Background: an optimization exercise with open tools, aiming at small area. Do not read the settings as production practice. Only simulation tests tie the RTL to the original design; equivalence was not proved.

==> flow/design.v <==
`timescale 1ns / 1ps
module CPU(
	input clock,
	input [15:0] d_datain,
	input enable,
	input [15:0] i_datain,
	input reset,
	input start,
	output [7:0] d_addr,
	output [15:0] d_dataout,
	output d_we,
	output [7:0] i_addr
	);
	localparam [4:0] NOP = 5'b00000, HALT = 5'b00001, LOAD = 5'b00010, STORE = 5'b00011,
		LDIH = 5'b10000, ADD = 5'b01000, ADDI = 5'b01001, ADDC = 5'b10001, SUB = 5'b10010,
		SUBI = 5'b10011, SUBC = 5'b10100, CMP = 5'b01100, AND = 5'b01101, OR = 5'b01110,
		NOT = 5'b10111, XOR = 5'b01111, SLL = 5'b00100, SRL = 5'b00110, SLA = 5'b00101,
		SRA = 5'b00111, SLR = 5'b01010, SRR = 5'b01011, JUMP = 5'b11000, JMPR = 5'b11001,
		BZ = 5'b11010, BNZ = 5'b11011, BN = 5'b11100, BNN = 5'b11101, BC = 5'b11110,
		BNC = 5'b11111, INC = 5'b10101, DEC = 5'b10110;
	reg run;
	reg [7:0] pc;
	reg [7:0] id_hi, id_lo;
	reg [7:0] ex_hi, ex_lo;
	wire [15:0] id_ir = {id_hi, id_lo};
	wire [15:0] ex_ir = {ex_hi, ex_lo};
	reg [4:0] mem_op;
	reg [2:0] mem_r1;
	reg [15:0] reg_C;
	reg cf;
	reg [15:0] smdr1;
	reg wb_wr, wb_halt;
	reg [2:0] wb_r1;
	reg [15:0] reg_C1;
	reg p_wr;
	reg [2:0] p_r1;
	reg [15:0] reg_C2;
	reg [15:0] gr [0:7];
	wire mem_load  = (mem_op == LOAD);
	wire mem_store = (mem_op == STORE);
	wire zf = (reg_C == 16'd0);
	wire nf = reg_C[15];
	wire taken = (mem_op == JUMP) || (mem_op == JMPR) ||
		((mem_op == BZ) && zf) || ((mem_op == BNZ) && !zf) ||
		((mem_op == BN) && nf) || ((mem_op == BNN) && !nf) ||
		((mem_op == BC) && cf) || ((mem_op == BNC) && !cf);
	assign i_addr = pc;
	assign d_we = mem_store;
	assign d_addr = (mem_load || mem_store) ? reg_C[7:0] : 8'd0;
	assign d_dataout = mem_store ? smdr1 : 16'd0;
	wire mem_wr = (mem_op == LOAD) || (mem_op == LDIH) || (mem_op == ADD) ||
		(mem_op == ADDI) || (mem_op == ADDC) || (mem_op == SUB) || (mem_op == SUBI) ||
		(mem_op == SUBC) || (mem_op == INC) || (mem_op == DEC) || (mem_op == AND) ||
		(mem_op == OR) || (mem_op == NOT) || (mem_op == XOR) || (mem_op == SLL) ||
		(mem_op == SRL) || (mem_op == SLA) || (mem_op == SRA) || (mem_op == SLR) ||
		(mem_op == SRR);
	wire [4:0] iop = i_datain[15:11];
	wire [2:0] ld_r = id_ir[10:8];
	wire stall = (id_ir[15:11] == LOAD) && (
		(((iop == ADD) || (iop == ADDC) || (iop == SUB) || (iop == SUBC) ||
		  (iop == OR) || (iop == XOR) || (iop == AND)) &&
		 ((ld_r == i_datain[2:0]) || (ld_r == i_datain[6:4]))) ||
		(((iop == LOAD) || (iop == STORE) || (iop == INC) || (iop == DEC) ||
		  (iop == NOT) || (iop == SLL) || (iop == SRL) || (iop == SLA) ||
		  (iop == SRA) || (iop == SLR) || (iop == SRR)) &&
		 (ld_r == i_datain[6:4])) ||
		(((iop == LDIH) || (iop == ADDI) || (iop == SUBI)) &&
		 (ld_r == i_datain[10:8])));
	wire [4:0] op = ex_ir[15:11];
	wire [2:0] r1 = ex_ir[10:8];
	wire [2:0] r2 = ex_ir[6:4];
	wire [2:0] r3 = ex_ir[2:0];
	wire [3:0] f4 = ex_ir[3:0];
	wire [7:0] imm8 = ex_ir[7:0];
	wire op_br = (op == BZ) || (op == BNZ) || (op == BN) || (op == BNN) ||
		(op == BC) || (op == BNC) || (op == JMPR);
	wire op_imm = (op == LDIH) || (op == ADDI) || (op == SUBI);
	wire op_fwdA = (op == ADD) || (op == ADDC) || (op == SUB) || (op == SUBC) ||
		(op == CMP) || (op == AND) || (op == OR) || (op == NOT) || (op == XOR) ||
		(op == INC) || (op == DEC) || (op == SLL) || (op == SRL) || (op == SLA) ||
		(op == SRA) || (op == SLR) || (op == SRR);
	wire op_fwdB = (op == ADD) || (op == ADDC) || (op == SUB) || (op == SUBC) ||
		(op == CMP) || (op == AND) || (op == OR) || (op == XOR);
	wire a_p = op_fwdA && (r2 == p_r1);
	wire a_w = op_fwdA && (r2 == wb_r1) && !a_p;
	wire a_m = ((op_fwdA && (r2 == mem_r1)) || (op_imm && (r1 == mem_r1))) && !a_p && !a_w;
	wire a_g = (op != JUMP) && !a_p && !a_w && !a_m;
	wire [2:0] ra = (op_br || op_imm) ? r1 : r2;
	wire b_p = op_fwdB && (f4 == {1'b0, p_r1});
	wire b_w = op_fwdB && (f4 == {1'b0, wb_r1}) && !b_p;
	wire b_m = op_fwdB && (f4 == {1'b0, mem_r1}) && !b_p && !b_w;
	wire b_g = !b_p && !b_w && !b_m;
	wire [2:0] rb = (op == STORE) ? r1 : r3;
	reg [15:0] in1, fB;
	integer j;
	always @(*) begin
		in1 = ({16{a_p}} & reg_C2) | ({16{a_w}} & reg_C1) | ({16{a_m}} & reg_C);
		fB = ({16{b_p}} & reg_C2) | ({16{b_w}} & reg_C1) | ({16{b_m}} & reg_C);
		for (j = 0; j < 8; j = j + 1) begin
			in1 = in1 | ({16{a_g && (ra == j)}} & gr[j]);
			fB = fB | ({16{b_g && (rb == j)}} & gr[j]);
		end
	end
	reg [15:0] in2;
	always @(*) begin
		case (op)
			ADD, ADDC, SUB, SUBC, CMP, AND, OR, XOR: in2 = fB;
			STORE: in2 = {12'd0, f4};
			ADDI, SUBI, JUMP, JMPR, BZ, BNZ, BN, BNN, BC, BNC: in2 = {8'd0, imm8};
			LDIH: in2 = {imm8, 8'd0};
			default: in2 = 16'd0;
		endcase
	end
	wire op_sub = (op == SUB) || (op == SUBI) || (op == SUBC) || (op == CMP) || (op == DEC);
	wire op_addc = (op == ADDC) || (op == BC) || (op == BNC);
	wire [15:0] bx = op_sub ? ~in2 : in2;
	wire cin = (op_sub && (op != DEC)) || (op == INC) || (op_addc && cf);
	wire [15:0] pp = in1 ^ bx;
	wire [15:0] gg = in1 & bx;
	wire [8:0] sum_lo = {1'b0, in1[7:0]} + {1'b0, bx[7:0]} + {8'd0, cin};
	wire [8:0] sum_h0 = {1'b0, in1[15:8]} + {1'b0, bx[15:8]};
	wire [8:0] sum_h1 = {1'b0, in1[15:8]} + {1'b0, bx[15:8]} + 9'd1;
	wire [16:0] sum = {sum_lo[8] ? sum_h1 : sum_h0, sum_lo[7:0]};
	wire cf_next = op_addc ? sum[16] : ((op == SUBC) || (op == CMP)) ? !sum[16] : 1'b0;
	wire [3:0] k = f4;
	wire left = (op == SLL) || (op == SLA) || (op == SLR);
	wire [3:0] amt = left ? (4'd0 - k) : k;
	wire [31:0] rr = {in1, in1} >> amt;
	wire [15:0] rot = rr[15:0];
	reg [15:0] ge;
	integer i;
	always @(*)
		for (i = 0; i < 16; i = i + 1)
			ge[i] = (i >= k);
	wire [15:0] ger;
	genvar gi;
	generate
		for (gi = 0; gi < 16; gi = gi + 1) begin : g_rev
			assign ger[gi] = ge[15 - gi];
		end
	endgenerate
	wire shl = (op == SLL) || (op == SLA);
	wire shr = (op == SRL) || (op == SRA);
	wire [15:0] shm = shl ? ge : shr ? ger : 16'hffff;
	wire [15:0] shf = ((op == SRA) && in1[15]) ? ~ger : 16'd0;
	wire [15:0] shv = (rot & shm) | shf;
	reg [3:0] tt;
	always @(*) begin
		case (op)
			AND: tt = 4'b1000;
			OR: tt = 4'b1110;
			XOR: tt = 4'b0110;
			default: tt = 4'b0011;	 
		endcase
	end
	reg [15:0] lu;
	integer li;
	always @(*)
		for (li = 0; li < 16; li = li + 1)
			lu[li] = tt[{in1[li], in2[li]}];
	reg [15:0] result;
	always @(*) begin
		case (op)
			LOAD, STORE, LDIH, ADD, ADDI, ADDC, SUB, SUBI, SUBC, CMP, INC, DEC,
			JUMP, JMPR, BZ, BNZ, BN, BNN, BC, BNC: result = sum[15:0];
			AND, OR, XOR, NOT: result = lu;
			SLL, SLA, SLR, SRR, SRL, SRA: result = shv;
			default: result = 16'd0;
		endcase
	end
	always @(posedge clock or negedge reset) begin
		if (!reset)
			run <= 1'b0;
		else if (run)
			run <= enable && !wb_halt;
		else
			run <= enable && start;
	end
	always @(posedge clock or negedge reset) begin
		if (!reset) begin
			pc <= 8'd0;
			id_hi <= 8'd0;
			ex_hi <= 8'd0;
			mem_op <= 5'd0;
			mem_r1 <= 3'd0;
			reg_C <= 16'd0;
			wb_wr <= 1'b0;
			wb_halt <= 1'b0;
			wb_r1 <= 3'd0;
		end else if (run) begin
			if (stall)
				id_hi <= 8'd0;
			else begin
				id_hi <= i_datain[15:8];
				pc <= taken ? reg_C[7:0] : pc + 8'd1;
			end
			ex_hi <= id_hi;
			mem_op <= op;
			mem_r1 <= r1;
			reg_C <= result;
			wb_wr <= mem_wr;
			wb_halt <= (mem_op == HALT);
			wb_r1 <= mem_r1;
		end
	end
	always @(posedge clock) begin
		if (run) begin
			id_lo <= i_datain[7:0];
			ex_lo <= id_lo;
			cf <= cf_next;
			smdr1 <= fB;
			reg_C1 <= mem_load ? d_datain : reg_C;
			p_wr <= wb_wr;
			p_r1 <= wb_r1;
			reg_C2 <= reg_C1;
			if (p_wr)
				gr[p_r1] <= reg_C2;
		end
	end
endmodule
export LEC_CHECK = 0
export CAP_MARGIN = 0
export CORE_MARGIN = 2
export CORE_UTILIZATION = 50
export SLEW_MARGIN = 0
create_clock -name core_clock -period 10.0 [get_ports {clock}]
standard.sh (not shown) runs the stock make flow with config.mk's settings and CLKGATE_MAP_FILE= SYNTH_SCRIPT=/design/flow/synth_recipe.tcl, a recipe that flattens the netlist after the stock synthesis.
==> flow/flow/run.sh <==
#!/bin/bash
# Own layout flow: the standard flow with three changes.
#  1. Synthesis is synth_recipe.tcl unchanged except that Yosys's abc pass runs
#     flow/abc_area.script (an area-oriented mapping). abc maps only the
#     combinational logic, after the flip-flops are mapped and named, so the
#     registers are those of the standard synthesis.
#  2. Port buffers are sky130_fd_sc_hd__buf_1 instead of the default buffer.
#  3. Clock tree: clkbuf_8 buffers, sinks clustered by 20, no dummy loads.
# Each tool's output goes to a log file in the work folder.
set -euo pipefail
W=$PWD
F=$W/flow

{
	head -n 1 "$W/synth_recipe.tcl"
	cat <<EOF
proc abc {args} {
	set i [lsearch \$args -script]
	if { \$i >= 0 } { set args [lreplace \$args \$i [expr {\$i + 1}] -script $F/abc_area.script] }
	yosys abc {*}\$args
}
EOF
	tail -n +2 "$W/synth_recipe.tcl"
} > "$W/own_synth.tcl"

make -C "$FLOW_HOME" DESIGN_CONFIG="$W/config.mk" WORK_HOME="$W/orfs" CLKGATE_MAP_FILE= \
	SYNTH_SCRIPT="$W/own_synth.tcl" synth > "$W/own_synth.log" 2>&1

bash "$W/standard.sh" \
	"BUFFER_PORTS_ARGS=-buffer_cell sky130_fd_sc_hd__buf_1" \
	"CTS_ARGS=-sink_clustering_enable -repair_clock_nets -buf_list sky130_fd_sc_hd__clkbuf_8 -sink_clustering_size 20 -sink_clustering_max_diameter 70 -dont_use_dummy_load" \
	finish > "$W/own_layout.log" 2>&1
==> flow/flow/abc_area.script <==
&get -n
&st
&dch -f
&nf -a -R 1000
&put
mfs2
strash
&get -n
&st
&dch -f
&nf -a -R 1000
&put
topo
stime -c
Rerun with:
==> flow/flow/abc_area.script (replaced) <==
&get -n
&st
&dch -f
&nf -a -R 1000
&put
mfs2
strash
&get -n
&st
&dch -f
&nf -a -R 1000
&put
buffer -c
topo
stime -c
upsize -c
dnsize -c
--- a/flow/config.mk
+++ b/flow/config.mk
@@ -8,4 +8,4 @@
 export CAP_MARGIN = 0
 export CORE_MARGIN = 2
-export CORE_UTILIZATION = 50
+export CORE_UTILIZATION = 40
 export SLEW_MARGIN = 0
After rerunning: Clock skew fell by 30 ps. Via count goes up by 1.6%. Count of clock-buffer cells in the layout fell by 1. Wire length is higher by 0.83%. Cell area grows by 0.96%. Die area rose by 28%.

port drivers added, routing unchanged:
In the flow no input, the clock included, has a driving cell. The finished layouts below were timed again as built, in two steps. Step 1 (the two cells are an assumption about what drives the block):
set clk [get_ports {clock}]
set_driving_cell -lib_cell sky130_fd_sc_hd__clkbuf_16 $clk
set_driving_cell -lib_cell sky130_fd_sc_hd__buf_2 [delete_from_list [all_inputs] $clk]
Step 2, shift: input delay + t, output delay - t, t = (earliest + latest rising clock arrival at the registers) / 2. This alone moves slack from input paths to output paths. a / b / c = ideal ports / drivers / drivers and shift; a / b = the first two.
run | t (ns) | slack for setup (ns) | hold slack, ns | worst setup path at the end | pins driven straight from the clock port
the first run | 0.589 | 1.933 / 1.933 / 1.933 | 0.426 / 0.426 / 0.426 | register to register | 1
the second run | 0.593 | 1.530 / 1.530 / 1.530 | 0.433 / 0.433 / 0.433 | register to register | 1
After both steps every run listed still meets setup and hold.
